This is an optimization exercise on Yosys and OpenROAD, whose aim is small area and a short achievable clock period, not a production implementation.
The RTL was checked by simulation tests, not by an equivalence proof against the original design.

==> flow/design.v, too long to show whole: its modules and the start of the top module <==
// module DivStageID: 64 lines
// module DivStageEX: 75 lines
// module DivStageMEM: 64 lines
// module mul32: 805 lines
// module ProcessadorPipeline: 193 lines
module ProcessadorPipeline(
	clk,
	rst,
	imem_rdata,
	dmem_rdata,
	imem_addr,
	dmem_addr,
	dmem_wdata,
	dmem_we,
	dmem_re,
	wb_we,
	wb_reg,
	wb_data
);
  // ...
==> flow/flow/run.sh <==
#!/bin/bash
set -euo pipefail
cd "$(dirname "${BASH_SOURCE[0]}")/.."
margin=$(python3 -c "print(round(${FLOW_PERIOD_NS} - 20.0, 3))")
bash standard.sh SETUP_SLACK_MARGIN="${margin}" finish > flow_make.log 2>&1
==> flow/standard.sh <==
#!/bin/bash
# synth_recipe.tcl (not shown) runs the flow's synth.tcl, then flattens the netlist and writes it again
# the make line also repeats each setting of config.mk as NAME=value (left out here)
make -C /OpenROAD-flow-scripts/flow DESIGN_CONFIG=/design/flow/config.mk WORK_HOME=/design/flow/orfs CLKGATE_MAP_FILE= SYNTH_SCRIPT=/design/flow/synth_recipe.tcl "${@:-finish}"
==> flow/config.mk <==
export PLATFORM = sky130hd
export DESIGN_NAME = ProcessadorPipeline
export DESIGN_NICKNAME = ProcessadorPipeline
export VERILOG_FILES = /design/flow/design.v
export SDC_FILE = /design/flow/constraint.sdc
export NUM_CORES = 4
export LEC_CHECK = 0
export ABC_CLOCK_PERIOD_IN_PS = 19000
export CAP_MARGIN = 20
export CORE_MARGIN = 2
export CORE_UTILIZATION = 40
export PLACE_DENSITY = 0.55
export SLEW_MARGIN = 20
==> flow/constraint.sdc <==
create_clock -name core_clock -period 95.0 [get_ports {clk}]
set_input_delay 19.0000 -clock core_clock [delete_from_list [all_inputs] [get_ports {clk}]]
set_output_delay 19.0000 -clock core_clock [all_outputs]
set_load 0.01 [all_outputs]
==> impl_metrics.json, run 1 <==
{
  "hold_viol": 0,
  "crit_family": "flip-flops",
  "final-clk-cell-share": 0.0374,
  "buffer_area_frac": 0.0713,
  "yosys.area_share.simple": 0.167,
  "cts.clk_slew.worst_paths_ns": 0.06,
  "area_delta_synth_final_pct": 18.9,
  "nets": 14800,
  "crit_type": "flop to output pin",
  "min_from": "x_imm[0]$_DFF_P_",
  "crit_fanout": 4,
  "ant_nets": 0,
  "syn_area_per_cell_um2": 8.88,
  "num-nonclk-buffers": 1126,
  "cp.depth": 1,
  "reg2reg_from": "m_d[1]$_DFF_P_",
  "synth_commonest_cells": "edfxtp_1, ha_1, nand2_1, o21ai_0, nor2_1",
  "final_util": 0.478,
  "largestRegisters": "rf x992, m_d3 x34, x_d3 x34",
  "reg2reg_slack_ns": 74.84,
  "yosys.area.top_type": "edfxtp_1",
  "fin_crit_sh": 0.216,
  "reg2regPathDepth": 120,
  "ioPinCount": 154,
  "outcome": "no timing/DRC/antenna violations",
  "async_reset_ff_frac": 0,
  "synth-compound-area-share": 0.229,
  "yosys.area.top_type_share": 0.259
}
==> module ProcessadorPipeline, before the edit <==
module ProcessadorPipeline(
	clk,
	rst,
	imem_rdata,
	dmem_rdata,
	imem_addr,
	dmem_addr,
	dmem_wdata,
	dmem_we,
	dmem_re,
	wb_we,
	wb_reg,
	wb_data
);
input wire	clk;
input wire	rst;
input wire	[31:0] imem_rdata;
input wire	[31:0] dmem_rdata;
output wire	[7:0] imem_addr;
output wire	[7:0] dmem_addr;
output wire	[31:0] dmem_wdata;
output wire	dmem_we;
output wire	dmem_re;
output wire	wb_we;
output wire	[4:0] wb_reg;
output wire	[31:0] wb_data;
localparam LW_1 = 5'd0,  LW_2 = 5'd1,  LW_3 = 5'd2,  SW_1 = 5'd3,  SW_2 = 5'd4,
           MOV  = 5'd5,  ADD  = 5'd6,  SUB  = 5'd7,  MUL  = 5'd8,  DIV  = 5'd9,
           AND  = 5'd10, OR   = 5'd11, SHL  = 5'd12, SHR  = 5'd13, CMP  = 5'd14,
           NOT  = 5'd15, JR   = 5'd16, JPC  = 5'd17, BRFL = 5'd18, CALL = 5'd19,
           RET  = 5'd20, NOP  = 5'd21;
localparam QID = 10, QEX = 12;
reg  [7:0]  pc;            
reg  [7:0]  f_pc;          
reg  [4:0]  f_op;
reg  [4:0]  f_rb, f_rd;
reg  [15:0] f_imm;
reg  [31:0] x_a;           
reg  [31:0] x_b;           
reg  [15:0] x_imm;         
reg  [33:0] x_d3;          
reg  [4:0]  x_op, x_rd;
reg  [7:0]  x_tgt;
reg         x_we, x_mr, x_mw, x_br, x_sgn, x_bz;
reg  [31:0] m_res;         
reg  [15:0] m_imm;
reg  [31:0] m_d;
reg  [33:0] m_d3;
reg  [QID+QEX-1:0] m_q;
reg  [4:0]  m_rd;
reg         m_we, m_mr, m_mw, m_div, m_sgn, m_bz;
reg  [31:0] w_data;
reg  [4:0]  w_rd;
reg         w_we;
reg  [31:0] rf [1:31];
reg         rst_q;
assign imem_addr = pc;
always @(posedge clk) begin
	if (rst) begin
		pc    <= 8'd0;
		f_op  <= 5'b11111;
	end else begin
		pc    <= x_br ? x_tgt : pc + 8'd1;
		f_op  <= imem_rdata[31:27];
	end
	f_pc  <= pc;
	f_rb  <= imem_rdata[26:22];
	f_rd  <= imem_rdata[21:17];
	f_imm <= imem_rdata[15:0];
end
wire bypass_a = w_we && (w_rd == f_rb);
wire bypass_b = w_we && (w_rd == f_rd);
reg  [31:0] rd_a, rd_b;
integer i;
always @(*) begin
	rd_a = 32'b0;
	rd_b = 32'b0;
	for (i = 1; i < 32; i = i + 1) begin
		rd_a = rd_a | (rf[i] & {32{f_rb == i}});
		rd_b = rd_b | (rf[i] & {32{f_rd == i}});
	end
end
wire [31:0] ra = (bypass_a && f_rb != 5'd0) ? w_data : rd_a;
wire [31:0] rb = (bypass_b && f_rd != 5'd0) ? w_data : rd_b;
wire [31:0] simm = {{16{f_imm[15]}}, f_imm};
wire d_load   = (f_op == LW_1) || (f_op == LW_2) || (f_op == LW_3);
wire d_store  = (f_op == SW_1) || (f_op == SW_2);
wire d_branch = (f_op == JR) || (f_op == JPC) || (f_op == BRFL) || (f_op == CALL) || (f_op == RET);
wire d_we     = d_load || (f_op == MOV) || (f_op == ADD) || (f_op == SUB) || (f_op == MUL) ||
                (f_op == DIV) || (f_op == AND) || (f_op == OR) || (f_op == SHL) ||
                (f_op == SHR) || (f_op == NOT) || (f_op == CALL);
wire d_div    = (f_op == DIV);
wire [7:0] d_tgt = (f_op == JR)  ? ra[7:0] :
                   (f_op == JPC) ? f_pc + f_imm[7:0] : 8'd0;
wire [31:0] a_mag = ra[31] ? -ra : ra;
wire [31:0] b_mag = rb[31] ? -rb : rb;
wire [33:0] b_mag3 = {2'b0, b_mag} + {1'b0, b_mag, 1'b0};
wire [31:0] div_p1;
wire [QID-1:0] div_q1;
DivStageID u_div1 (.P(a_mag), .D(b_mag), .D3(b_mag3), .Po(div_p1), .q(div_q1));
always @(posedge clk) begin
	if (rst) begin
		x_we <= 1'b0;
		x_mr <= 1'b0;
		x_mw <= 1'b0;
		x_br <= 1'b0;
	end else begin
		x_we <= d_we;
		x_mr <= d_load;
		x_mw <= d_store;
		x_br <= d_branch;
	end
	x_op  <= f_op;
	x_rd  <= f_rd;
	x_tgt <= d_tgt;
	x_a   <= d_div ? div_p1 : ra;
	x_b   <= d_div ? b_mag : (f_op == LW_1) ? simm : (f_op == SW_1) ? 32'd8 : rb;
	x_imm <= d_div ? {{(16-QID){1'b0}}, div_q1} : f_imm;
	x_d3  <= b_mag3;
	x_sgn <= ra[31] ^ rb[31];
	x_bz  <= (rb == 32'd0);
end
wire [31:0] div_p2;
wire [QEX-1:0] div_q2;
DivStageEX u_div2 (.P(x_a), .D(x_b), .D3(x_d3), .Po(div_p2), .q(div_q2));
wire [31:0] prod;
mul32 u_mul (.a(x_a), .b(x_b), .p(prod));
wire        is_sub = (x_op == SUB);
wire [31:0] sum    = x_a + (is_sub ? ~x_b : x_b) + {31'b0, is_sub};
wire [31:0] shl    = (|x_b[31:5]) ? 32'b0 : (x_a << x_b[4:0]);
reg  [31:0] alu;
always @(*) begin
	case (x_op)
		LW_1, SW_1, ADD, SUB: alu = sum;
		MOV:                  alu = {22'b0, x_a[4:0], x_b[4:0]};
		MUL:                  alu = prod;
		DIV:                  alu = div_p2;
		AND:                  alu = x_a & x_b;
		OR:                   alu = x_a | x_b;
		SHL:                  alu = shl;
		NOT:                  alu = ~x_a;
		LW_2, LW_3, SW_2, CALL: alu = x_a;
		default:              alu = 32'b0;    
	endcase
end
always @(posedge clk) begin
	if (rst) begin
		m_we <= 1'b0;
		m_mr <= 1'b0;
		m_mw <= 1'b0;
	end else begin
		m_we <= x_we;
		m_mr <= x_mr;
		m_mw <= x_mw;
	end
	m_res <= alu;
	m_imm <= x_imm;
	m_rd  <= x_rd;
	m_div <= (x_op == DIV);
	m_d   <= x_b;
	m_d3  <= x_d3;
	m_q   <= {x_imm[QID-1:0], div_q2};
	m_sgn <= x_sgn;
	m_bz  <= x_bz;
end
assign dmem_addr  = m_res[7:0];
assign dmem_wdata = {{16{m_imm[15]}}, m_imm};
assign dmem_we    = m_mw;
assign dmem_re    = m_mr;
wire [31:0] div_p3;
wire [31-QID-QEX:0] div_q3;
DivStageMEM u_div3 (.P(m_res), .D(m_d), .D3(m_d3), .Po(div_p3), .q(div_q3));
wire [31:0] quo = {m_q, div_q3};
wire [31:0] div_res = m_bz ? 32'b0 : m_sgn ? -quo : quo;
always @(posedge clk) begin
	if (rst)
		w_we <= 1'b0;
	else
		w_we <= m_we;
	w_rd   <= m_rd;
	w_data <= m_mr ? dmem_rdata : m_div ? div_res : m_res;
end
assign wb_we   = w_we;
assign wb_reg  = w_rd;
assign wb_data = w_data;
integer k;
always @(posedge clk) begin
	rst_q <= rst;
	for (k = 1; k < 32; k = k + 1)
		if (rst_q || (w_we && w_rd == k))
			rf[k] <= rst_q ? 32'b0 : w_data;
end
endmodule
==> run 2, diff against run 1 <==
--- a/flow/design.v
+++ b/flow/design.v
@@ -196,17 +196,17 @@
   wire g2_32 = (~|D[31:31]) & ~e2_32[32];
   wire g3_32 = (~|D3[33:32]) & ~e3_32[32];
   assign q[1] = g2_32;
   assign q[0] = g3_32 | (g1_32 & ~g2_32);
   wire [31:0] r32 = g3_32 ? e3_32[31:0] : g2_32 ? e2_32[31:0] : g1_32 ? e1_32[31:0] : t32;
   wire [31:0] p32 = r32;
   assign Po = p32;
 endmodule
-module mul32(input [31:0] a, input [31:0] b, output [31:0] p);
+module mul32(input [31:0] a, input [31:0] b, output [31:0] x0, output [31:0] x1);   
   wire neg0 = b[1];
   wire one0 = b[0] ^ 1'b0;
   wire two0 = (b[1] & ~b[0] & ~1'b0) | (~b[1] & b[0] & 1'b0);
   wire pp0_0 = ((one0 & a[0]) | (two0 & 1'b0)) ^ neg0;
   wire pp0_1 = ((one0 & a[1]) | (two0 & a[0])) ^ neg0;
   wire pp0_2 = ((one0 & a[2]) | (two0 & a[1])) ^ neg0;
   wire pp0_3 = ((one0 & a[3]) | (two0 & a[2])) ^ neg0;
   wire pp0_4 = ((one0 & a[4]) | (two0 & a[3])) ^ neg0;
@@ -997,19 +997,18 @@
   wire s473 = c412 ^ s413 ^ s351;
   wire c474 = (c412 & s413) | (c412 & s351) | (s413 & s351);
   wire s475 = c414 ^ s415 ^ s355;
   wire c476 = (c414 & s415) | (c414 & s355) | (s415 & s355);
   wire s477 = c416 ^ s417 ^ s359;
   wire c478 = (c416 & s417) | (c416 & s359) | (s417 & s359);
   wire s479 = c418 ^ s419 ^ s363;
   wire c480 = (c418 & s419) | (c418 & s363) | (s419 & s363);
-  wire [31:0] x0 = {c478,c476,c474,c472,c470,c468,c466,c464,c462,c460,c458,c456,c454,c452,c450,c448,c446,c444,c442,c440,c438,c436,c434,c432,c430,c428,c426,c424,c422,s421,pp0_1,pp0_0};
-  wire [31:0] x1 = {s479,s477,s475,s473,s471,s469,s467,s465,s463,s461,s459,s457,s455,s453,s451,s449,s447,s445,s443,s441,s439,s437,s435,s433,s431,s429,s427,s425,s423,neg1,1'b0,neg0};
-  assign p = x0 + x1;
+  assign x0 = {c478,c476,c474,c472,c470,c468,c466,c464,c462,c460,c458,c456,c454,c452,c450,c448,c446,c444,c442,c440,c438,c436,c434,c432,c430,c428,c426,c424,c422,s421,pp0_1,pp0_0};
+  assign x1 = {s479,s477,s475,s473,s471,s469,s467,s465,s463,s461,s459,s457,s455,s453,s451,s449,s447,s445,s443,s441,s439,s437,s435,s433,s431,s429,s427,s425,s423,neg1,1'b0,neg0};
 endmodule
 module ProcessadorPipeline(
 	clk,
 	rst,
 	imem_rdata,
 	dmem_rdata,
 	imem_addr,
 	dmem_addr,
@@ -1126,27 +1125,29 @@
 	x_imm <= d_div ? {{(16-QID){1'b0}}, div_q1} : f_imm;
 	x_d3  <= b_mag3;
 	x_sgn <= ra[31] ^ rb[31];
 	x_bz  <= (rb == 32'd0);
 end
 wire [31:0] div_p2;
 wire [QEX-1:0] div_q2;
 DivStageEX u_div2 (.P(x_a), .D(x_b), .D3(x_d3), .Po(div_p2), .q(div_q2));
-wire [31:0] prod;
-mul32 u_mul (.a(x_a), .b(x_b), .p(prod));
+wire [31:0] mul_x0, mul_x1;
+mul32 u_mul (.a(x_a), .b(x_b), .x0(mul_x0), .x1(mul_x1));
 wire        is_sub = (x_op == SUB);
-wire [31:0] sum    = x_a + (is_sub ? ~x_b : x_b) + {31'b0, is_sub};
+wire        is_mul = (x_op == MUL);
+wire [31:0] add_a  = is_mul ? mul_x0 : x_a;
+wire [31:0] add_b  = is_mul ? mul_x1 : is_sub ? ~x_b : x_b;
+wire [31:0] sum    = add_a + add_b + {31'b0, is_sub};
 wire [31:0] shl    = (|x_b[31:5]) ? 32'b0 : (x_a << x_b[4:0]);
 reg  [31:0] alu;
 always @(*) begin
 	case (x_op)
-		LW_1, SW_1, ADD, SUB: alu = sum;
+		LW_1, SW_1, ADD, SUB, MUL: alu = sum;
 		MOV:                  alu = {22'b0, x_a[4:0], x_b[4:0]};
-		MUL:                  alu = prod;
 		DIV:                  alu = div_p2;
 		AND:                  alu = x_a & x_b;
 		OR:                   alu = x_a | x_b;
 		SHL:                  alu = shl;
 		NOT:                  alu = ~x_a;
 		LW_2, LW_3, SW_2, CALL: alu = x_a;
 		default:              alu = 32'b0;    
 	endcase
==> flow/flow/run.sh (replaced) <==
#!/bin/bash
set -euo pipefail
cd "$(dirname "${BASH_SOURCE[0]}")/.."
margin=$(python3 -c "print(round(${FLOW_PERIOD_NS} - 20.3, 3))")
bash standard.sh SETUP_SLACK_MARGIN="${margin}" finish > flow_make.log 2>&1
==> flow/config.mk (replaced) <==
export PLATFORM = sky130hd
export DESIGN_NAME = ProcessadorPipeline
export DESIGN_NICKNAME = ProcessadorPipeline
export VERILOG_FILES = /design/flow/design.v
export SDC_FILE = /design/flow/constraint.sdc
export NUM_CORES = 4
export LEC_CHECK = 0
export ABC_AREA = 1
export ABC_CLOCK_PERIOD_IN_PS = 19000
export CAP_MARGIN = 20
export CORE_MARGIN = 2
export CORE_UTILIZATION = 40
export PLACE_DENSITY = 0.55
export SLEW_MARGIN = 20
==> impl_metrics.json, run 2 <==
{
  "die_h_um": 532,
  "arrival_ns": 1.55,
  "detail_route.wl_per_cell_um": 30.1,
  "track_usage": 0.369,
  "met3_usage": 0.107,
  "crit_fanout": 2,
  "core_area_um2": 277000,
  "ant_nets": 0,
  "min_path_cells": 0,
  "clk_path_buf_depth": 4,
  "grt_max_degree": 77,
  "register_area_um2": 37300,
  "reg2regPathDepth": 97,
  "synth_nets": 15300,
  "cp_slowest_stage_delay_ns": 0.52,
  "synthCells": 14000,
  "gp_congestion": 1.03,
  "numCtsBuffers": 159,
  "tns_ns": 0,
  "ys.flop_type": "edfxtp_1",
  "pre_cts_slack_ns": 69.81,
  "setup_slack_ns": 74.45,
  "multi_input_area_um2": 67500,
  "die-area_um2": 283000,
  "dr.pass1.iters": 10,
  "relSlewSlack": 0.142,
  "drv_slew": 0,
  "synth_edf_count": 992,
  "vias": 111000,
  "yosys.area.top_type": "edfxtp_1",
  "async_reset_ff_frac": 0,
  "area_delta_synth_final_pct": 14.2,
  "synth-xor-area-share": 0.0693,
  "largest_reg_flops": 992,
  "post-route-min-period_ns": 20.55,
  "grt_util_met1": 0.452,
  "fin_crit_sh": 0.216,
  "hold_viol": 0,
  "gr-total-overflow": 0,
  "cts_tree": "done",
  "worst-path-buf-inv": 1,
  "yosysWarningCount": 2,
  "synthAdderAreaFrac": 0.148,
  "rows": 193,
  "cts_root_buffer": "clkbuf_16",
  "slowest_stage": "dfxtp_4",
  "cts_max_level": 4,
  "maxCapViolCount": 0,
  "drive_gt1_frac": 0.100,
  "final_common_cell": "nand2_1",
  "setup_viol": 0,
  "crit_type": "flop to output pin",
  "synth-compound-area-share": 0.174,
  "crit_family": "flip-flops",
  "drtIter0Drc": 14700,
  "yosysSeqAreaShare": 0.332,
  "synth.most_common_cell": "nand2_1",
  "grtUsageMet2": 0.547,
  "rsz0062_at_grt": "true",
  "placed_area_um2": 118000,
  "synth_top_family_by_area": "simple AND/OR/NAND/NOR gates",
  "antenna_found_initial": 44,
  "final_area_um2": 127000,
  "nets": 15600,
  "routed_wl_um": 547000,
  "max_freq_mhz": 48.7,
  "syn_area_um2": 111000,
  "synthMuxAreaShare": 0.000955,
  "dieWidth_um": 532,
  "drc": 0,
  "skew_ns": 0.127,
  "clock_latency_ns": 0.92,
  "viasPerCell": 6.09,
  "synth_seq_cells": 1353,
  "cp.depth": 1,
  "regMostFlops": "rf",
  "largestRegisters": "rf x992, m_d3 x34, x_d3 x34",
  "ioPinCount": 154,
  "cts_hold_buf": 0,
  "hpwl_um": 380000,
  "worstSetupStartpointType": "flop",
  "top_usage_layer": "met2",
  "nFillCells": 27900,
  "grt_pass1_vias": 101000,
  "final_util": 0.460,
  "outcome": "no timing/DRC/antenna violations",
  "layout_common_cells": "nand2_1, inv_1, edfxtp_1, a21oi_1, ha_1",
  "synth.distinct_cells": 70,
  "yosys.area_share.simple": 0.197,
  "endpoint_kind": "output pin",
  "yosys.area.top_type_share": 0.268,
  "min_path_type": "flop to flop",
  "grt_first_pass_wirelength_um": 753000,
  "start_util": 0.402,
  "synth.area.top_cells": "edfxtp_1, ha_1, nand2_1",
  "syn_area_per_cell_um2": 7.93,
  "worst_slew_pin_slew_ns": 1.28,
  "cp.required_ns": 76.00,
  "synth_commonest_cells": "nand2_1, inv_1, a21oi_1, edfxtp_1, ha_1",
  "path_cells": "buf_6",
  "numClockSinks": 1353,
  "portBuffers": 152,
  "cts.clk_slew.worst_paths_ns": 0.06
}
-- run 2: changes by cell type in the layout (fill, tap and decap cells not counted), moves of 296 or more --
cell     before   now
xor2_1      224   646
buf_4       880   456
and3_1      299     3
o22ai_1      68   380
a21oi_1     639   988
a22oi_1     742    50
nand2_1     919  2952
xnor2_1     620   233
inv_1       776  1560
-- run 2: what timing repair did --
item / in CTS / in global routing
setup buffers: 107 / 70
cloned: 3 / 3
pin swaps: 8 / 40
setup endpoints to repair: 156 / 151
gates resized for setup: 734 / 345
-- run 2: cell families (layout without fill, tap and decap cells) --
group,count (synthesis),count (layout)
compound gates,3203,3203
xor+xnor,881,881
fa+ha+maj,1179,1179
buf+inv,2233,2647
flops,1353,1353
mux,10,10
other cells,0,26
simple gates,5186,5189
-- run 2: per-layer routing --
layer  vias up  share of wire
met5         -        0.00030
met4        26          0.095
met3      2083           0.12
met2      7292           0.42
met1     52100           0.37
li1      49200              -
-- run 2: layout make-up --
cell class / count / share of cell area
flip-flops and latches: 1353 / 0.293
repair inverters: 1 / 0.0000394
repair buffers: 659 / 0.0456
well taps: 3705 / 0.0364
clock buffers: 200 / 0.0345
inverters: 1699 / 0.0518
clock inverters: 88 / 0.00704
diodes: 26 / 0.000512
multi-input cells: 10500 / 0.531
-- run 2: worst paths after layout --
kind	slack, ns	to	start
min reg2reg	0.32	w_rd[3]$_DFF_P_	m_rd[3]$_DFF_P_
min	0.32	w_rd[3]$_DFF_P_	m_rd[3]$_DFF_P_
max reg2reg	75.56	x_a[25]$_DFF_P_	f_rd[0]$_DFF_P_
max	74.45	wb_data[19]	w_data[19]$_DFF_P_
-- run 2: worst register-to-register path: cells and delay by family (launching register included) --
kind | cells | cell delay (ns)
buffers and inverters | 16 | 3.26
AND/OR/NAND/NOR | 53 | 9.01
flip-flops | 1 | 0.69
XOR/XNOR | 1 | 0.37
AO/OA/AOI/OAI | 22 | 4.43
adder cells (fa/ha/maj) | 5 | 1.53
-- run 2: metrics by stage --
stage | hold WS, ns | instances
floorplan | 0.310 | 14000
global placement | 0.310 | 17700
detailed placement | 0.312 | 17700
CTS | 0.322 | 18100
global route | 0.326 | 18200
finish | 0.319 | 18200
==> run 3, diff against run 2 <==
--- a/flow/design.v
+++ b/flow/design.v
@@ -1061,2 +1061,5 @@
 reg         w_we;
+reg  [31:0] o_wdata;
+reg  [4:0]  o_wreg;
+reg  [7:0]  o_daddr;
 reg  [31:0] rf [1:31];
@@ -1165,2 +1168,3 @@
 	m_res <= alu;
+	o_daddr <= rst ? 8'd0 : alu[7:0];
 	m_imm <= x_imm;
@@ -1174,3 +1178,3 @@
 end
-assign dmem_addr  = m_res[7:0];
+assign dmem_addr  = o_daddr;
 assign dmem_wdata = {{16{m_imm[15]}}, m_imm};
@@ -1183,2 +1187,3 @@
 wire [31:0] div_res = m_bz ? 32'b0 : m_sgn ? -quo : quo;
+wire [31:0] wb_next = m_mr ? dmem_rdata : m_div ? div_res : m_res;
 always @(posedge clk) begin
@@ -1189,7 +1194,9 @@
 	w_rd   <= m_rd;
-	w_data <= m_mr ? dmem_rdata : m_div ? div_res : m_res;
+	w_data <= wb_next;
+	o_wreg  <= rst ? 5'd0 : m_rd;
+	o_wdata <= rst ? 32'd0 : wb_next;
 end
 assign wb_we   = w_we;
-assign wb_reg  = w_rd;
-assign wb_data = w_data;
+assign wb_reg  = o_wreg;
+assign wb_data = o_wdata;
 integer k;
==> impl_metrics.json, run 3 <==
{
  "outcome": "no timing/DRC/antenna violations",
  "syn_area_um2": 113000,
  "synth_nets": 15400,
  "die-area_um2": 287000,
  "core_area_um2": 282000,
  "clk_path_buf_depth": 4,
  "cts_max_level": 4,
  "worstSetupStartpointType": "flop",
  "min_path_cells": 0,
  "drv_slew": 0,
  "drtIter0Drc": 14200,
  "reg2regPathDepth": 120,
  "routed_wl_um": 550000,
  "cp.required_ns": 76.00,
  "nFillCells": 28300,
  "hpwl_um": 386000,
  "synthCells": 14100,
  "async_reset_ff_frac": 0,
  "yosysSeqAreaShare": 0.335,
  "cts.clk_slew.worst_paths_ns": 0.06,
  "maxCapViolCount": 0,
  "fin_crit_sh": 0.215,
  "die_h_um": 536,
  "layout_common_cells": "nand2_1, inv_1, edfxtp_1, a21oi_1, ha_1",
  "antenna_found_initial": 37,
  "cts_hold_buf": 0,
  "syn_area_per_cell_um2": 8.00,
  "dr.pass1.iters": 7,
  "cp_slowest_stage_delay_ns": 0.36,
  "grt_first_pass_wirelength_um": 763000,
  "min_path_type": "flop to flop",
  "largest_reg_flops": 992,
  "hold_viol": 0,
  "whs_ns": 0.318,
  "area_delta_synth_final_pct": 13.3,
  "gr-total-overflow": 0,
  "portBuffers": 152,
  "cts_root_buffer": "clkbuf_16",
  "detail_route.wl_per_cell_um": 30.1,
  "cts_tree": "done",
  "gp_congestion": 1.01,
  "synth_commonest_cells": "nand2_1, inv_1, a21oi_1, edfxtp_1, ha_1",
  "crit_family": "flip-flops",
  "pre_cts_slack_ns": 69.24,
  "nets": 15700,
  "synth.most_common_cell": "nand2_1",
  "relSlewSlack": 0.120,
  "path_cells": "buf_6 > buf_2",
  "synthMuxAreaShare": 0.00121,
  "synthAdderAreaFrac": 0.146,
  "numClockSinks": 1398,
  "endpoint_kind": "output pin",
  "track_usage": 0.371,
  "rsz0062_at_grt": "true",
  "crit_type": "flop to output pin",
  "arrival_ns": 1.46,
  "clock_latency_ns": 0.90,
  "post-route-min-period_ns": 20.46,
  "crit_fanout": 8,
  "synth.distinct_cells": 73,
  "synth_edf_count": 992,
  "dieWidth_um": 536,
  "numCtsBuffers": 162,
  "largestRegisters": "rf x992, m_d3 x34, x_d3 x34",
  "tns_ns": 0,
  "synth-compound-area-share": 0.172,
  "ys.flop_type": "edfxtp_1",
  "worst-path-buf-inv": 2,
  "regMostFlops": "rf",
  "drc": 0,
  "drive_gt1_frac": 0.101,
  "ioPinCount": 154,
  "grt_max_degree": 89,
  "multi_input_area_um2": 68100,
  "synth_top_family_by_area": "simple AND/OR/NAND/NOR gates",
  "yosysWarningCount": 2,
  "yosys.area_share.simple": 0.198,
  "reg2reg_slack_ns": 75.62,
  "ant_nets": 0,
  "rows": 195,
  "skew_ns": 0.114,
  "yosys.area.top_type_share": 0.263,
  "synth.area.top_cells": "edfxtp_1, ha_1, nand2_1",
  "yosys.area.top_type": "edfxtp_1",
  "setup_slack_ns": 74.54,
  "register_area_um2": 38100,
  "synth_seq_cells": 1398,
  "grt_pass1_vias": 103000,
  "setup_viol": 0,
  "max_freq_mhz": 48.9,
  "worst_slew_pin_slew_ns": 1.32,
  "start_util": 0.401,
  "viasPerCell": 6.07,
  "final_common_cell": "nand2_1",
  "slowest_stage": "dfxtp_4",
  "cp.depth": 2,
  "vias": 111000,
  "synth-xor-area-share": 0.0690
}
## run 3: cell types whose count changed in the layout (fill, tap and decap cells not counted), moves of 34 or more
| cell | change |
|---|---|
| buf_6 | -34 |
| nand3_1 | +50 |
| dfxtp_4 | -39 |
| dfxtp_1 | +66 |
| nor2_1 | -55 |
| nand2_1 | -89 |
| nand4_1 | +44 |
## run 3: through the flow
stage / instance area (um^2) / instances / utilization
CTS: 126000 / 18200 / 0.448
global placement: 120000 / 17800 / 0.426
detailed placement: 120000 / 17800 / 0.426
finish: 128000 / 18300 / 0.455
floorplan: 113000 / 14100 / -
global route: 128000 / 18300 / 0.455
## run 3: cell type report
| cell class | instances | share of cell area |
|---|---|---|
| diodes | 34 | 0.000664 |
| clock buffers | 200 | 0.0340 |
| clock inverters | 83 | 0.00552 |
| inverters | 1715 | 0.0515 |
| multi-input cells | 10500 | 0.532 |
| flip-flops and latches | 1398 | 0.297 |
| well taps | 3743 | 0.0365 |
| repair buffers | 653 | 0.0431 |
| repair inverters | 1 | 0.0000390 |
## run 3: path summary, 6_finish.rpt
kind	start	endpoint
setup / recovery	m_imm[15]$_DFF_P_	dmem_wdata[28]
hold / removal	x_rd[1]$_DFF_P_	m_rd[1]$_DFF_P_
setup reg to reg	m_res[8]$_DFF_P_	o_wdata[9]$_SDFF_PP0_
hold reg to reg	x_rd[1]$_DFF_P_	m_rd[1]$_DFF_P_
## run 3: worst register-to-register path: cells and delay by family (launching register included)
| family | cells | cell delay [ns] |
|---|---|---|
| xor+xnor | 1 | 0.17 |
| flops | 1 | 0.36 |
| simple gates | 44 | 5.37 |
| fa+ha+maj | 6 | 1.93 |
| buf+inv | 18 | 2.89 |
| compound gates | 51 | 8.60 |
## run 3: logic make-up (layout without fill, tap and decap cells)
logic type      count (synthesis)  after routing
simple gates                 5195           5197
xor+xnor                      891            891
flops                        1398           1398
fa+ha+maj                    1179           1179
mux                            13             13
compound gates               3202           3202
other cells                     0             34
buf+inv                      2260           2652
## run 3: repair_timing
| item | CTS | global route |
|---|---|---|
| gates cloned | 0 | 5 |
| buffers inserted | 66 | 75 |
| pin swaps | 10 | 45 |
| resized for setup | 704 | 273 |
| setup endpoints to repair | 176 | 169 |
## run 3: layer usage
| metal | routed length (um) | GRT usage |
|---|---|---|
| met2 | 234000 | 0.564 |
| met3 | 58800 | 0.0847 |
| met5 | 158 | 0 |
| met4 | 55300 | 0.306 |
| met1 | 202000 | 0.446 |
==> run 4, diff against run 3 <==
--- a/flow/design.v
+++ b/flow/design.v
@@ -1064,2 +1064,4 @@
 reg  [7:0]  o_daddr;
+reg         m_sx0, m_sx1, m_sx2;
+reg         m_sel;
 reg  [31:0] rf [1:31];
@@ -1170,2 +1172,6 @@
 	m_imm <= x_imm;
+	m_sx0 <= x_imm[15];
+	m_sx1 <= rst ? 1'b0 : x_imm[15];
+	m_sx2 <= rst ? 1'b1 : x_imm[15];
+	m_sel <= x_mr;
 	m_rd  <= x_rd;
@@ -1179,3 +1185,3 @@
 assign dmem_addr  = o_daddr;
-assign dmem_wdata = {{16{m_imm[15]}}, m_imm};
+assign dmem_wdata = {{5{m_sx2}}, {5{m_sx1}}, {6{m_sx0}}, m_imm};
 assign dmem_we    = m_mw;
@@ -1187,3 +1193,3 @@
 wire [31:0] div_res = m_bz ? 32'b0 : m_sgn ? -quo : quo;
-wire [31:0] wb_next = m_mr ? dmem_rdata : m_div ? div_res : m_res;
+wire [31:0] wb_next = m_sel ? dmem_rdata : m_div ? div_res : m_res;
 always @(posedge clk) begin
--- a/flow/config.mk
+++ b/flow/config.mk
@@ -12,2 +12,4 @@
 export CORE_UTILIZATION = 40
+export CTS_CLUSTER_DIAMETER = 100
+export CTS_CLUSTER_SIZE = 20
 export PLACE_DENSITY = 0.55
==> impl_metrics.json, run 4 <==
{
  "area_delta_synth_final_pct": 11.7,
  "synthCells": 14100,
  "grt_max_degree": 128,
  "ioPinCount": 154,
  "hold_viol": 0,
  "post-route-min-period_ns": 20.39,
  "max_freq_mhz": 49.1,
  "holdPathEnd": "m_imm[12]$_DFF_P_",
  "yosys.area.top_type_share": 0.265,
  "antenna_found_initial": 39,
  "min_from": "x_imm[12]$_SDFF_PP0_",
  "grt_first_pass_wirelength_um": 750000,
  "synth_nets": 15300,
  "setup_viol": 0,
  "worstSetupStartpointType": "flop",
  "syn_area_um2": 113000,
  "drtIter0Drc": 14200,
  "synth_edf_count": 992,
  "path_cells": "buf_6",
  "skew_ns": 0.133,
  "cp_slowest_stage_delay_ns": 0.36,
  "synth.area.top_cells": "edfxtp_1, ha_1, nand2_1",
  "die-area_um2": 286000,
  "numCtsBuffers": 94,
  "arrival_ns": 1.39,
  "reg2regPathDepth": 127,
  "nets": 15500,
  "gr-total-overflow": 0,
  "ys.flop_type": "edfxtp_1",
  "routed_wl_um": 543000,
  "cts_max_level": 3,
  "synth.most_common_cell": "nand2_1",
  "hpwl_um": 375000,
  "instances_no_fill": 18100,
  "largestRegisters": "rf x992, m_d3 x34, x_d3 x34",
  "detail_route.wl_per_cell_um": 30.0,
  "fin_crit_sh": 0.215,
  "yosysWarningCount": 2,
  "drc": 0,
  "numClockSinks": 1401,
  "syn_area_per_cell_um2": 8.01,
  "final_area_um2": 126000,
  "relSlewSlack": 0.164,
  "reg2reg_slack_ns": 75.72,
  "tns_ns": 0,
  "crit_type": "flop to output pin",
  "rows": 194,
  "die_h_um": 534,
  "dieWidth_um": 534,
  "crit_fanout": 2,
  "clock_latency_ns": 0.92,
  "grt_pass1_vias": 102000,
  "setup_slack_ns": 74.61,
  "rr_endpoint": "m_res[13]$_DFF_P_",
  "dp_cells": 17700,
  "synth_commonest_cells": "nand2_1, inv_1, a21oi_1, edfxtp_1, ha_1",
  "vias": 110000,
  "min_path_type": "flop to flop",
  "slowest_stage": "dfxtp_4",
  "portBuffers": 152,
  "pre_cts_slack_ns": 68.27,
  "cts.clk_slew.worst_paths_ns": 0.08,
  "crit_family": "flip-flops",
  "drv_slew": 0,
  "ant_nets": 0,
  "dr.pass1.iters": 9,
  "clk_path_buf_depth": 4,
  "min_path_cells": 0,
  "reg2reg_from": "x_b[28]$_DFF_P_",
  "outcome": "no timing/DRC/antenna violations",
  "regMostFlops": "rf",
  "worst-path-buf-inv": 1,
  "endpoint_kind": "output pin",
  "viasPerCell": 6.08,
  "gp_congestion": 1.04,
  "async_reset_ff_frac": 0,
  "drive_gt1_frac": 0.0922,
  "synth_seq_cells": 1401,
  "rsz0062_at_grt": "true",
  "yosys.area.top_type": "edfxtp_1",
  "synth.distinct_cells": 79,
  "cts_tree": "done",
  "layout_common_cells": "nand2_1, inv_1, a21oi_1, edfxtp_1, ha_1",
  "yosysSeqAreaShare": 0.337,
  "final_common_cell": "nand2_1",
  "start_util": 0.402,
  "track_usage": 0.365,
  "core_area_um2": 280000,
  "maxCapViolCount": 0,
  "cts_root_buffer": "clkbuf_16",
  "worst_slew_pin_slew_ns": 1.25,
  "placed_area_um2": 120000,
  "largest_reg_flops": 992,
  "cp.required_ns": 76.00
}
-- run 4: changes by cell type after synthesis, moves of 33 or more --
| cell | delta |
|---|---|
| nand2_1 | -73 |
| o211ai_1 | -33 |
| o21ai_0 | +108 |
| a21oi_1 | +34 |
| nand3_1 | -43 |
| nand4_1 | -37 |
-- run 4: metrics by stage --
step | hold WS (ns) | utilization
after CTS | 0.329 | 0.441
after global placement | 0.310 | 0.427
after floorplan | 0.310 | -
after global routing | 0.334 | 0.449
after detailed placement | 0.312 | 0.427
final | 0.328 | 0.450
-- run 4: timing repair --
action	CTS	global route
resized for setup	691	292
buffers inserted	65	85
hold endpoints to repair	0	0
endpoints found under the setup margin	177	137
cloned	1	5
pin swaps	18	59
hold buffers	0	0
-- run 4: cell type report --
type / instances / area (um^2)
inverters: 1704 / 6550
repair inverters: 2 / 10.0
clock buffers: 137 / 2590
multi-input cells: 10400 / 68000
fillers: 28400 / 154000
well taps: 3724 / 4660
clock inverters: 20 / 263
flip-flops and latches: 1401 / 38100
repair buffers: 649 / 5470
diodes: 56 / 140
-- run 4: metal layers --
layer	wire length (um)	vias to the layer above	GRT usage
li1	-	49000	-
met5	241	-	0
met2	232000	6753	0.552
met4	50700	36	0.284
met3	58700	1925	0.0880
met1	201000	52300	0.445
-- run 4: cell families (layout without fill, tap and decap cells) --
group | after synthesis | after routing | synth area share
multiplexers | 14 | 14 | 0.00130
buffers and inverters | 2252 | 2512 | 0.0781
AO/OA/AOI/OAI | 3301 | 3301 | 0.176
AND/OR/NAND/NOR | 4992 | 4993 | 0.190
other | 0 | 56 | 0
flip-flops | 1401 | 1401 | 0.337
adder cells (fa/ha/maj) | 1179 | 1179 | 0.147
XOR/XNOR | 911 | 911 | 0.0710
-- run 4: how the worst max path moves through the flow --
stage	cells past startpoint	to	slack, ns	start
final	1	wb_we	74.61	w_we$_SDFF_PP0_
after global routing	1	dmem_wdata[19]	74.58	m_imm[15]$_DFF_P_
after CTS	1	dmem_wdata[19]	74.60	m_imm[15]$_DFF_P_
after detailed placement	125	m_res[10]$_DFF_P_	68.27	x_b[23]$_DFF_P_
after global placement	125	m_res[10]$_DFF_P_	68.33	x_b[23]$_DFF_P_
after floorplan	5	pc[1]$_SDFF_PP0_	75.27	rst
==> run 5, diff against run 4 <==
--- a/flow/config.mk
+++ b/flow/config.mk
@@ -14,3 +14,3 @@
 export CTS_CLUSTER_SIZE = 20
-export PLACE_DENSITY = 0.55
+export PLACE_DENSITY = 0.62
 export SLEW_MARGIN = 20
==> impl_metrics.json, run 5 <==
{
  "drv_slew": 0,
  "largest_reg_flops": 992,
  "synth.area.top_cells": "edfxtp_1, ha_1, nand2_1",
  "dieWidth_um": 534,
  "crit_family": "flip-flops",
  "yosys.area_share.simple": 0.190,
  "portBuffers": 152,
  "layout_common_cells": "nand2_1, inv_1, a21oi_1, edfxtp_1, ha_1",
  "worstSetupStartpointType": "flop",
  "synth_commonest_cells": "nand2_1, inv_1, a21oi_1, edfxtp_1, ha_1",
  "setup_slack_ns": 74.61,
  "endpoint_kind": "output pin",
  "worst_slew_pin_slew_ns": 1.36,
  "drtIter0Drc": 16200,
  "maxCapViolCount": 0,
  "area_delta_synth_final_pct": 11.5,
  "core_area_um2": 280000,
  "numClockSinks": 1401,
  "track_usage": 0.351,
  "grt_max_degree": 89,
  "die-area_um2": 286000,
  "syn_area_per_cell_um2": 8.01,
  "antenna_found_initial": 41,
  "ioPinCount": 154,
  "detail_route.wl_per_cell_um": 29.0,
  "crit_type": "flop to output pin",
  "register_area_um2": 38100,
  "synth-compound-area-share": 0.176,
  "cts_max_level": 3,
  "yosys.area.top_type": "edfxtp_1",
  "pre_cts_slack_ns": 68.57,
  "synthCells": 14100,
  "drc": 0,
  "async_reset_ff_frac": 0,
  "worst-path-buf-inv": 1,
  "max_freq_mhz": 49.1,
  "post-route-min-period_ns": 20.39,
  "outcome": "no timing/DRC/antenna violations",
  "cts_tree": "done",
  "skew_ns": 0.0969,
  "nFillCells": 28000,
  "rsz0062_at_grt": "true",
  "numCtsBuffers": 93,
  "crit_fanout": 7,
  "cts_root_buffer": "clkbuf_16",
  "grt_pass1_vias": 102000,
  "synthAdderAreaFrac": 0.147,
  "relSlewSlack": 0.0897,
  "largestRegisters": "rf x992, m_d3 x34, x_d3 x34",
  "cp.required_ns": 76.00,
  "die_h_um": 534,
  "min_path_type": "flop to flop",
  "path_cells": "buf_2",
  "rows": 194,
  "multi_input_area_um2": 67900,
  "start_util": 0.402,
  "synth-xor-area-share": 0.0710,
  "fin_crit_sh": 0.215,
  "synth.most_common_cell": "nand2_1",
  "synth_edf_count": 992,
  "ant_nets": 0,
  "routed_wl_um": 525000,
  "viasPerCell": 6.12,
  "gr-total-overflow": 0,
  "cp_slowest_stage_delay_ns": 0.41,
  "cts.clk_slew.worst_paths_ns": 0.08,
  "tns_ns": 0,
  "nets": 15500,
  "drive_gt1_frac": 0.0908,
  "clock_latency_ns": 0.92,
  "syn_area_um2": 113000,
  "regMostFlops": "rf",
  "synth.distinct_cells": 79,
  "gp_congestion": 1.03,
  "yosysWarningCount": 2,
  "yosysSeqAreaShare": 0.337,
  "clk_path_buf_depth": 4,
  "hold_viol": 0,
  "yosys.area.top_type_share": 0.265,
  "grt_first_pass_wirelength_um": 728000,
  "vias": 111000,
  "synth_seq_cells": 1401,
  "dr.pass1.iters": 9,
  "synthMuxAreaShare": 0.00130,
  "synth_nets": 15300,
  "final_common_cell": "nand2_1",
  "synth_top_family_by_area": "simple AND/OR/NAND/NOR gates",
  "slowest_stage": "dfxtp_4",
  "hpwl_um": 358000,
  "arrival_ns": 1.39,
  "ys.flop_type": "edfxtp_1",
  "final_util": 0.449,
  "setup_viol": 0
}
## run 5: final timing paths
kind                          start                 to  slack (ns)  depth (start not counted)
setup reg to reg    x_b[25]$_DFF_P_  m_res[21]$_DFF_P_       75.76                        129
hold / removal     x_imm[8]$_DFF_P_    m_q[20]$_DFF_P_        0.33                          0
setup / recovery  m_imm[15]$_DFF_P_     dmem_wdata[21]       74.61                          1
hold reg to reg    x_imm[8]$_DFF_P_    m_q[20]$_DFF_P_        0.33                          0
## run 5: cell type report
| cell class | count | area share |
|---|---|---|
| Tap cell | 3724 | 0.0371 |
| Clock inverter | 23 | 0.00226 |
| Multi-Input combinational cell | 10400 | 0.541 |
| Timing Repair Buffer | 625 | 0.0420 |
| Sequential cell | 1401 | 0.304 |
| Antenna cell | 60 | 0.00120 |
| Timing Repair inverter | 1 | 0.0000399 |
| Clock buffer | 130 | 0.0197 |
| Inverter | 1704 | 0.0524 |
## run 5: cell families after synthesis
logic type / Yosys count
AND/OR/NAND/NOR: 4992
AO/OA/AOI/OAI: 3301
buffers and inverters: 2252
flip-flops: 1401
adder cells (fa/ha/maj): 1179
XOR/XNOR: 911
multiplexers: 14
## run 5: routing by layer
| layer | vias up | global-route usage | part of all wire |
|---|---|---|---|
| met4 | 44 | 0.260 | 0.092 |
| li1 | 49000 | - | - |
| met1 | 52100 | 0.424 | 0.36 |
| met2 | 7342 | 0.527 | 0.42 |
| met3 | 2067 | 0.106 | 0.13 |
| met5 | - | 0.00450 | 0.0010 |
## run 5: worst reg2reg max path, delay by kind of cell, from the launching register on
kind,cells,cell delay (ns)
AOI/OAI and AO/OA,59,9.04
and+or+nand+nor,42,4.92
buffers and inverters,22,2.80
adders and majority gates,6,1.95
DFF,1,0.31
## run 5: per-stage QoR
stage | area (um^2) | hold slack [ns] | cells
6_report | 125000 | 0.330 | 18100
5_1_grt | 125000 | 0.337 | 18000
4_1_cts | 123000 | 0.331 | 17900
3_5_place_dp | 119000 | 0.312 | 17700
3_3_place_gp | 119000 | 0.310 | 17700
2_1_floorplan | 113000 | 0.310 | 14100
## run 5: timing repair
action,CTS,global route
gates cloned,1,5
hold endpoints to repair,0,0
setup endpoints to repair,177,153
hold buffers,0,0
buffers inserted,73,83
pin swaps,21,55
gates resized for setup,697,305
==> run 6, diff against run 5 <==
==> flow/flow/run.sh (replaced) <==
#!/bin/bash
set -euo pipefail
cd "$(dirname "${BASH_SOURCE[0]}")/.."
margin=$(python3 -c "print(round(${FLOW_PERIOD_NS} - 20.8, 3))")
bash standard.sh SETUP_SLACK_MARGIN="${margin}" finish > flow_make.log 2>&1
--- a/flow/config.mk
+++ b/flow/config.mk
@@ -14,3 +14,3 @@
 export CTS_CLUSTER_SIZE = 20
-export PLACE_DENSITY = 0.62
+export PLACE_DENSITY = 0.55
 export SLEW_MARGIN = 20
==> impl_metrics.json, run 6 <==
{
  "drtIter0Drc": 14000,
  "gr-total-overflow": 0,
  "viasPerCell": 6.07,
  "yosys.area.top_type": "edfxtp_1",
  "reg2reg_slack_ns": 75.35,
  "holdPathEnd": "m_imm[12]$_DFF_P_",
  "cp.required_ns": 76.00,
  "clk_path_buf_depth": 4,
  "grt_max_degree": 128,
  "skew_ns": 0.138,
  "multi_input_area_um2": 67600,
  "rows": 194,
  "outcome": "no timing/DRC/antenna violations",
  "area_delta_synth_final_pct": 11.0,
  "die-area_um2": 286000,
  "synth_edf_count": 992,
  "synth_seq_cells": 1401,
  "vias": 109000,
  "crit_family": "buffers and inverters",
  "numCtsBuffers": 94,
  "detail_route.wl_per_cell_um": 30.0,
  "syn_area_per_cell_um2": 8.01,
  "synth.distinct_cells": 79,
  "rsz0062_at_grt": "false",
  "track_usage": 0.364,
  "cts_max_level": 3,
  "antenna_found_initial": 41,
  "yosys.area.top_type_share": 0.265,
  "dr.pass1.iters": 9,
  "placed_area_um2": 120000,
  "final_area_um2": 125000,
  "cts_hold_buf": 0,
  "numClockSinks": 1401,
  "yosysSeqAreaShare": 0.337,
  "portBuffers": 152,
  "instances_no_fill": 18000,
  "post-route-min-period_ns": 20.76,
  "syn_area_um2": 113000,
  "drive_gt1_frac": 0.0779,
  "core_area_um2": 280000,
  "synth_nets": 15300,
  "synthCells": 14100,
  "cp_slowest_stage_delay_ns": 0.54,
  "endpoint_kind": "output pin",
  "nets": 15400,
  "relSlewSlack": 0.179,
  "ioPinCount": 154,
  "reg2reg_from": "x_b[28]$_DFF_P_",
  "setup_viol": 0,
  "max_freq_mhz": 48.2,
  "cts_tree": "done",
  "final_common_cell": "nand2_1",
  "arrival_ns": 1.76,
  "worstSetupStartpointType": "flop",
  "drv_slew": 0,
  "drc": 0,
  "synth_commonest_cells": "nand2_1, inv_1, a21oi_1, edfxtp_1, ha_1",
  "grt_pass1_vias": 101000,
  "maxCapViolCount": 0,
  "worst-path-buf-inv": 1,
  "hpwl_um": 375000,
  "async_reset_ff_frac": 0,
  "crit_type": "flop to output pin",
  "min_from": "x_imm[12]$_SDFF_PP0_",
  "dieWidth_um": 534,
  "ant_nets": 0,
  "setup_slack_ns": 74.24,
  "clock_latency_ns": 0.92,
  "slowest_stage": "clkdlybuf4s50_1",
  "start_util": 0.402,
  "largest_reg_flops": 992,
  "dp_cells": 17700,
  "crit_fanout": 5,
  "grt_first_pass_wirelength_um": 749000,
  "synth.most_common_cell": "nand2_1",
  "pre_cts_slack_ns": 68.27,
  "die_h_um": 534,
  "gp_congestion": 1.04,
  "regMostFlops": "rf",
  "layout_common_cells": "nand2_1, inv_1, a21oi_1, edfxtp_1, ha_1",
  "reg2regPathDepth": 131,
  "nFillCells": 28500,
  "register_area_um2": 38000,
  "rr_endpoint": "m_res[13]$_DFF_P_",
  "synth.area.top_cells": "edfxtp_1, ha_1, nand2_1",
  "tns_ns": 0,
  "min_path_type": "flop to flop",
  "yosysWarningCount": 2,
  "worst_slew_pin_slew_ns": 1.23,
  "cts.clk_slew.worst_paths_ns": 0.09,
  "fin_crit_sh": 0.218,
  "largestRegisters": "rf x992, m_d3 x34, x_d3 x34",
  "path_cells": "clkdlybuf4s50_1",
  "routed_wl_um": 541000,
  "min_path_cells": 0,
  "hold_viol": 0,
  "cts_root_buffer": "clkbuf_16",
  "ys.flop_type": "edfxtp_1"
}
[run 6: area by class of cell]
type | instances | area share
clock inverter | 20 | 0.00210
multi-input combinational | 10400 | 0.541
timing repair buffer | 603 | 0.0411
tap | 3724 | 0.0373
antenna | 57 | 0.00114
sequential | 1401 | 0.304
clock buffer | 137 | 0.0207
inverter | 1704 | 0.0523
timing repair inverter | 1 | 0.0000400
[run 6: per-stage QoR]
step	utilization	hold slack [ns]
after floorplan	-	0.310
final	0.447	0.329
after CTS	0.441	0.332
after detailed placement	0.427	0.312
after global placement	0.427	0.310
after global routing	0.447	0.334
[run 6: how the worst max path moves through the flow]
stage,slack (ns),cells after the start,start,end
2_1_floorplan,75.27,5,rst,pc[1]$_SDFF_PP0_
3_3_place_gp,68.33,125,x_b[23]$_DFF_P_,m_res[10]$_DFF_P_
3_5_place_dp,68.27,125,x_b[23]$_DFF_P_,m_res[10]$_DFF_P_
4_1_cts,74.20,1,m_imm[15]$_DFF_P_,dmem_wdata[20]
5_1_grt,74.12,142,x_a[20]$_DFF_P_,m_res[13]$_DFF_P_
6_report,74.24,1,m_q[16]$_DFF_P_,dmem_wdata[4]
[run 6: repair_timing]
action	CTS	global route
resized for setup	228	229
buffers inserted	42	64
gates cloned	1	1
hold endpoints to repair	0	0
setup endpoints to repair	124	95
pin swaps	13	35
[run 6: cell families (layout without fill, tap and decap cells)]
group / Yosys count / count (layout) / share of synthesized area
compound gates: 3301 / 3301 / 0.176
xor+xnor: 911 / 911 / 0.0710
fa+ha+maj: 1179 / 1179 / 0.147
buf+inv: 2252 / 2465 / 0.0781
flops: 1401 / 1401 / 0.337
mux: 14 / 14 / 0.00130
other cells: 0 / 57 / 0
simple gates: 4992 / 4992 / 0.190
[run 6: metal layers]
layer  GRT usage  share of wire
met5           0        0.00056
met4       0.283          0.093
met3      0.0889           0.11
met2       0.552           0.43
met1       0.444           0.37
[run 6: worst register-to-register path, delay by kind of cell, from the launching register on]
family	cells	cell delay (ns)
AOI/OAI and AO/OA	56	8.19
and+or+nand+nor	55	6.68
buffers and inverters	15	2.20
adders and majority gates	5	1.68
DFF	1	0.53

-- separate check: timing with driven ports --
In the flow no input, the clock included, has a driving cell. The finished layouts below were timed again as built, in two steps.
Step 1 assumes that a clkbuf_16 drives the clock port and a buf_2 every other input.
Step 2 times the ports against the registers' clock, not the clock port: input delays grow and output delays shrink by t, the midpoint of the rising clock arrivals with the driver on.
a / b / c = ideal / step 1 / step 2; a / b = the first two.
| run | shift t [ns] | setup WS [ns] | hold WS [ns] | slew at the worst register clock pin (ns) | cell pins on the clock port's net |
|---|---|---|---|---|---|
| run 1 | 0.936 | 74.497 / 74.396 / 74.379 | 0.323 / 0.323 / 0.323 | 0.07 / 0.07 | 1 |
| run 2 | 0.942 | 74.454 / 74.367 / 74.464 | 0.319 / 0.319 / 0.319 | 0.08 / 0.08 | 1 |
| run 3 | 0.937 | 74.539 / 74.449 / 74.177 | 0.318 / 0.318 / 0.318 | 0.07 / 0.07 | 1 |
| run 4 | 0.938 | 74.614 / 74.525 / 74.175 | 0.328 / 0.328 / 0.328 | 0.10 / 0.10 | 1 |
| run 5 | 0.941 | 74.613 / 74.533 / 74.065 | 0.330 / 0.330 / 0.330 | 0.10 / 0.10 | 1 |
| run 6 | 0.942 | 74.244 / 74.151 / 74.144 | 0.329 / 0.329 / 0.329 | 0.10 / 0.10 | 1 |
After both steps setup and hold are still met in every run listed. The setup slack of run 5, which loses most, moves by -0.080 ns with the drivers and by -0.548 ns with both steps.
